From an optimization exercise on the open Yosys and OpenROAD flow, aimed at small area and a short achievable clock period; shortcuts taken in it are not production practice. In this exercise RTL edits were held to simulation tests only and were not proved equivalent to the original.

`flow/config.mk`:
```
export PLATFORM = sky130hd
export DESIGN_NAME = montgomery_kyber
export DESIGN_NICKNAME = montgomery_kyber
export VERILOG_FILES = /design/flow/design.v
export SDC_FILE = /design/flow/constraint.sdc
export NUM_CORES = 4
export LEC_CHECK = 0
export CAP_MARGIN = 20
export CORE_MARGIN = 2
export CORE_UTILIZATION = 40
export SLEW_MARGIN = 20
```
`flow/constraint.sdc`:
```
create_clock -name core_clock -period 12.0 [get_ports {clk}]
set_input_delay 2.4000 -clock core_clock [delete_from_list [all_inputs] [get_ports {clk}]]
set_output_delay 2.4000 -clock core_clock [all_outputs]
set_load 0.01 [all_outputs]
```
`flow/design.v`:
```
`timescale 1ns / 1ps
module montgomery_kyber(clk,a,b,out);
input clk;
input [11:0] a,b;
output [11:0] out;
wire [23:0] res;
reg [23:0] res_t;
wire [35:0] restd;
wire [11:0] m;
wire [23:0] inter_n;
wire [24:0] resk;
wire [12:0] resu;
wire [12:0] modprime;
wire [11:0] prime;
assign prime=12'd3329;
assign res=a*b;
always@(posedge clk) begin
    res_t<=res;
end
assign restd=res_t*12'd3327;
assign m=restd[11:0];
assign inter_n=m*prime;
assign resk=res_t+inter_n;
assign resu=resk>>12;
assign modprime=resu-prime;
assign out=modprime[12]?resu[11:0]:modprime[11:0];
endmodule
```
`flow/run.sh`:
```
#!/bin/bash
# synth_recipe.tcl (not shown) runs the flow's synth.tcl, then flattens the netlist and writes it again
# the make line also repeats each setting of config.mk as NAME=value (left out here)
make -C /OpenROAD-flow-scripts/flow DESIGN_CONFIG=/design/flow/config.mk WORK_HOME=/design/flow/orfs CLKGATE_MAP_FILE= SYNTH_SCRIPT=/design/flow/synth_recipe.tcl finish
```
==> results by group <==
Clock tree
  – TritonCTS clock tree: done
  – Reg clk slew, reported paths: 60 ps
  – CTS buffer count: 3
  – CTS HTree Levels: 1
  – Clock tree buffer depth: 2
  – CTS root buf: clkbuf_16
  – CTS sink count: 24
  – CTS Hold Bufs: 0

Routing
  – Drt drc: 0
  – Antenna viol nets, final: 0
  – WL final: approximately 18 mm
  – Initial drt markers: 197
  – Vias per inst: 4.90
  – DR WL/cell: around 14 um
  – Router iterations before antenna repair: 4
  – DR vias: about 6.6k

Layout
  – Nets@finish: 1,412
  – Final instance area: 0.0101 sq mm
  – Most common cell after layout, fill and taps aside: inv_1
  – Area Growth Syn to Fin: 10.2%
  – Largest registers: res_t: 24 flops
  – Flip-flop count of the largest register after layout: 24
  – Antenna cells: 0
  – Multi-input logic area: 0.00784 sq mm
  – Share of post-route cells with drive strength above 1: 4.55%
  – # fillers: 2,223
  – Commonest cells after routing, fill and taps aside: inv_1, ha_1, fa_1
  – Register area: 485 sq um
  – Largest Register: res_t

STA
  – Final setup viols: 0
  – PnR worst setup slack: 514 ps
  – WHS: 3080 ps
  – Worst rel slew slack: 58.7%
  – Fin crit share: 95.7%
  – Worst-margin pin slew: 617 ps
  – Tmin final: 11,490 ps
  – Final Hold Viols: 0
  – RSZ-0062 raised after global routing: false
  – Setup TNS: 0 ps
  – Max-slew violation count: 0
  – Max frequency: 87.1 MHz

Synth
  – Netlist cell types: 56
  – Post-synth EDFFs: 0
  – Syn_area_per_cell: 8.95 sq um
  – #FFs+latches synth: 24
  – Primary FF master, synth: dfxtp_1
  – Async set-reset flop share out of synthesis: 0%
  – Synthesized cell area: 0.00919 sq mm
  – Syn_nets: 1,381
  – Post-Syn Instances: a little over 1k
  – Post-synthesis sequential area ratio: 5.23%
  – Yosys warns: 1

Floorplan
  – Initial core utilization: 40.7%
  – # IOs: 37
  – Die Span X: 156 um
  – DIE HEIGHT: roughly 160 um
  – Rows: 55
  – Die ar.: ~0.024 sq mm
  – Core area: between 0.02 and 0.025 sq mm

Placement
  – Port bufs: 36
  – HPWL after DPL: 16.2 mm
  – Placed cell area: around 0.01 sq mm
  – DP Worst Slack: 47.2 ps
  – Placer congestion estimate: 0.837

Global routing
  – Vias in the first global route: 6,727
  – Initial antenna violation count: 0
  – Gr usage total: 15.8%
  – Overflow left after global routing: 0
  – First-pass GRT wire length: between 30 and 40 mm
  – Largest net degree at the start of global routing: 15

Job
  – # Max-Cap Violations: 0

Min path
  – Tightest Hold Check Type: input port to flop

Worst setup path
  – Crit end category: output port
  – Crit start category: flop
  – Delay of the slowest cell on the worst path: 570 ps
  – Worst Path Required: approximately 9600 ps
  – Worst Path Class, Setup: flop to output port
  – Crit path max fanout: 6
  – CP max-delay cell: fa_1
  – Crit path DAT: 9090 ps

Status
  – Status: no timing/DRC/antenna violations
-- cells in the mapped netlist, types with 2 or more instances --
master | number | share of area, %
a211oi_1 | 5 | 0.41
clkbuf_1 | 27 | 1.1
ha_1 | 182 | 25
nor2_1 | 31 | 1.3
o211ai_1 | 5 | 0.41
nor3b_1 | 2 | 0.16
nor2b_1 | 4 | 0.27
o21a_1 | 8 | 0.65
nand3_1 | 11 | 0.60
a2111oi_4 | 2 | 0.60
xnor2_1 | 42 | 4.0
nand2_1 | 119 | 4.9
a21boi_0 | 2 | 0.16
a21o_1 | 12 | 0.98
nor3_1 | 12 | 0.65
xor2_1 | 19 | 1.8
mux2i_1 | 2 | 0.22
nand3b_1 | 2 | 0.16
and3_1 | 4 | 0.27
a21oi_1 | 27 | 1.5
dfxtp_1 | 24 | 5.2
or3_1 | 4 | 0.27
fa_1 | 148 | 32
inv_1 | 221 | 9.0
or2_2 | 3 | 0.20
o21bai_1 | 3 | 0.25
o21ai_0 | 26 | 1.4
and2_1 | 47 | 3.2
a31oi_1 | 2 | 0.14
nand2b_1 | 3 | 0.20
nand4_1 | 2 | 0.14
-- kinds of logic after synthesis --
| group | after synthesis | synth area share, % |
|---|---|---|
| fa+ha+maj | 330 | 57.0 |
| simple gates | 252 | 13.1 |
| buf+inv | 248 | 10.1 |
| compound gates | 107 | 8.14 |
| xor+xnor | 63 | 6.17 |
| flops | 24 | 5.23 |
| mux | 2 | 0.218 |
-- stage by stage --
stage	util (%)	instances
4_1_cts	44.5	1339
3_3_place_gp	43.8	1331
6_report	44.9	1341
2_1_floorplan	-	1026
3_5_place_dp	43.8	1331
5_1_grt	44.9	1341
-- final timing paths --
| path | start | end | slack, ps | cells past startpoint |
|---|---|---|---|---|
| max | res_t[3] | out[3] | 510 | 37 |
| min | a[0] | res_t[0] | 3080 | 2 |
-- area by class of cell --
cell class                      instances  share of cell area [%]
Inverter                              221                    8.19
Tap cell                              285                    3.52
Clock inverter                          1                   0.297
Timing Repair Buffer                   53                    5.02
Multi-Input combinational cell        754                    77.4
Sequential cell                        24                    4.79
Clock buffer                            3                   0.741
-- per-layer routing --
layer / routed length [um] / track usage [%] / share of wire [%]
met5: 0 / 0 / 0
met1: 8980 / 21.8 / 49
met3: 404 / 0.667 / 2.2
met2: 8760 / 28.2 / 48
met4: 145 / 2.53 / 0.79
-- critical path, delay by kind of cell, from the launching register on --
kind / cells / cell delay, ps
compound gates: 12 / 2450
simple gates: 4 / 810
buf+inv: 7 / 490
flops: 1 / 360
fa+ha+maj: 11 / 4140
xor+xnor: 3 / 580
-- what timing repair did --
item / 4_1_cts / 5_1_grt
gates resized for setup: 8 / 19
setup buffers: 4 / 2
setup endpoints to repair: 9 / 12
hold endpoints to repair: 0 / 0
pin swaps: 4 / 5

==> re-timing with driven ports <==
The flow's constraints put no driver on any port. The routed layout listed below was extracted and timed again, unchanged, in two steps.
Step 1 assumes that a clkbuf_16 drives the clock port and a buf_2 every other input.
Step 2 adds t to the input delays and takes it off the output delays; t is the mean of the earliest and latest rising clock arrival at the registers after step 1. Input paths then give back, and output paths get back, about the clock's delay inside the block.
Three values: no drivers, after step 1, after step 2; two values: the first two.
shift t [ns]: 0.293
setup WS [ns]: 0.514 / 0.478 / 0.771
hold slack, ns: 3.077 / 3.065 / 3.358
worst setup path after step 2: register to output
After both steps this run still meets setup and hold. For this run, drivers alone change the setup slack by -0.036 ns; drivers and shift together by +0.257 ns.
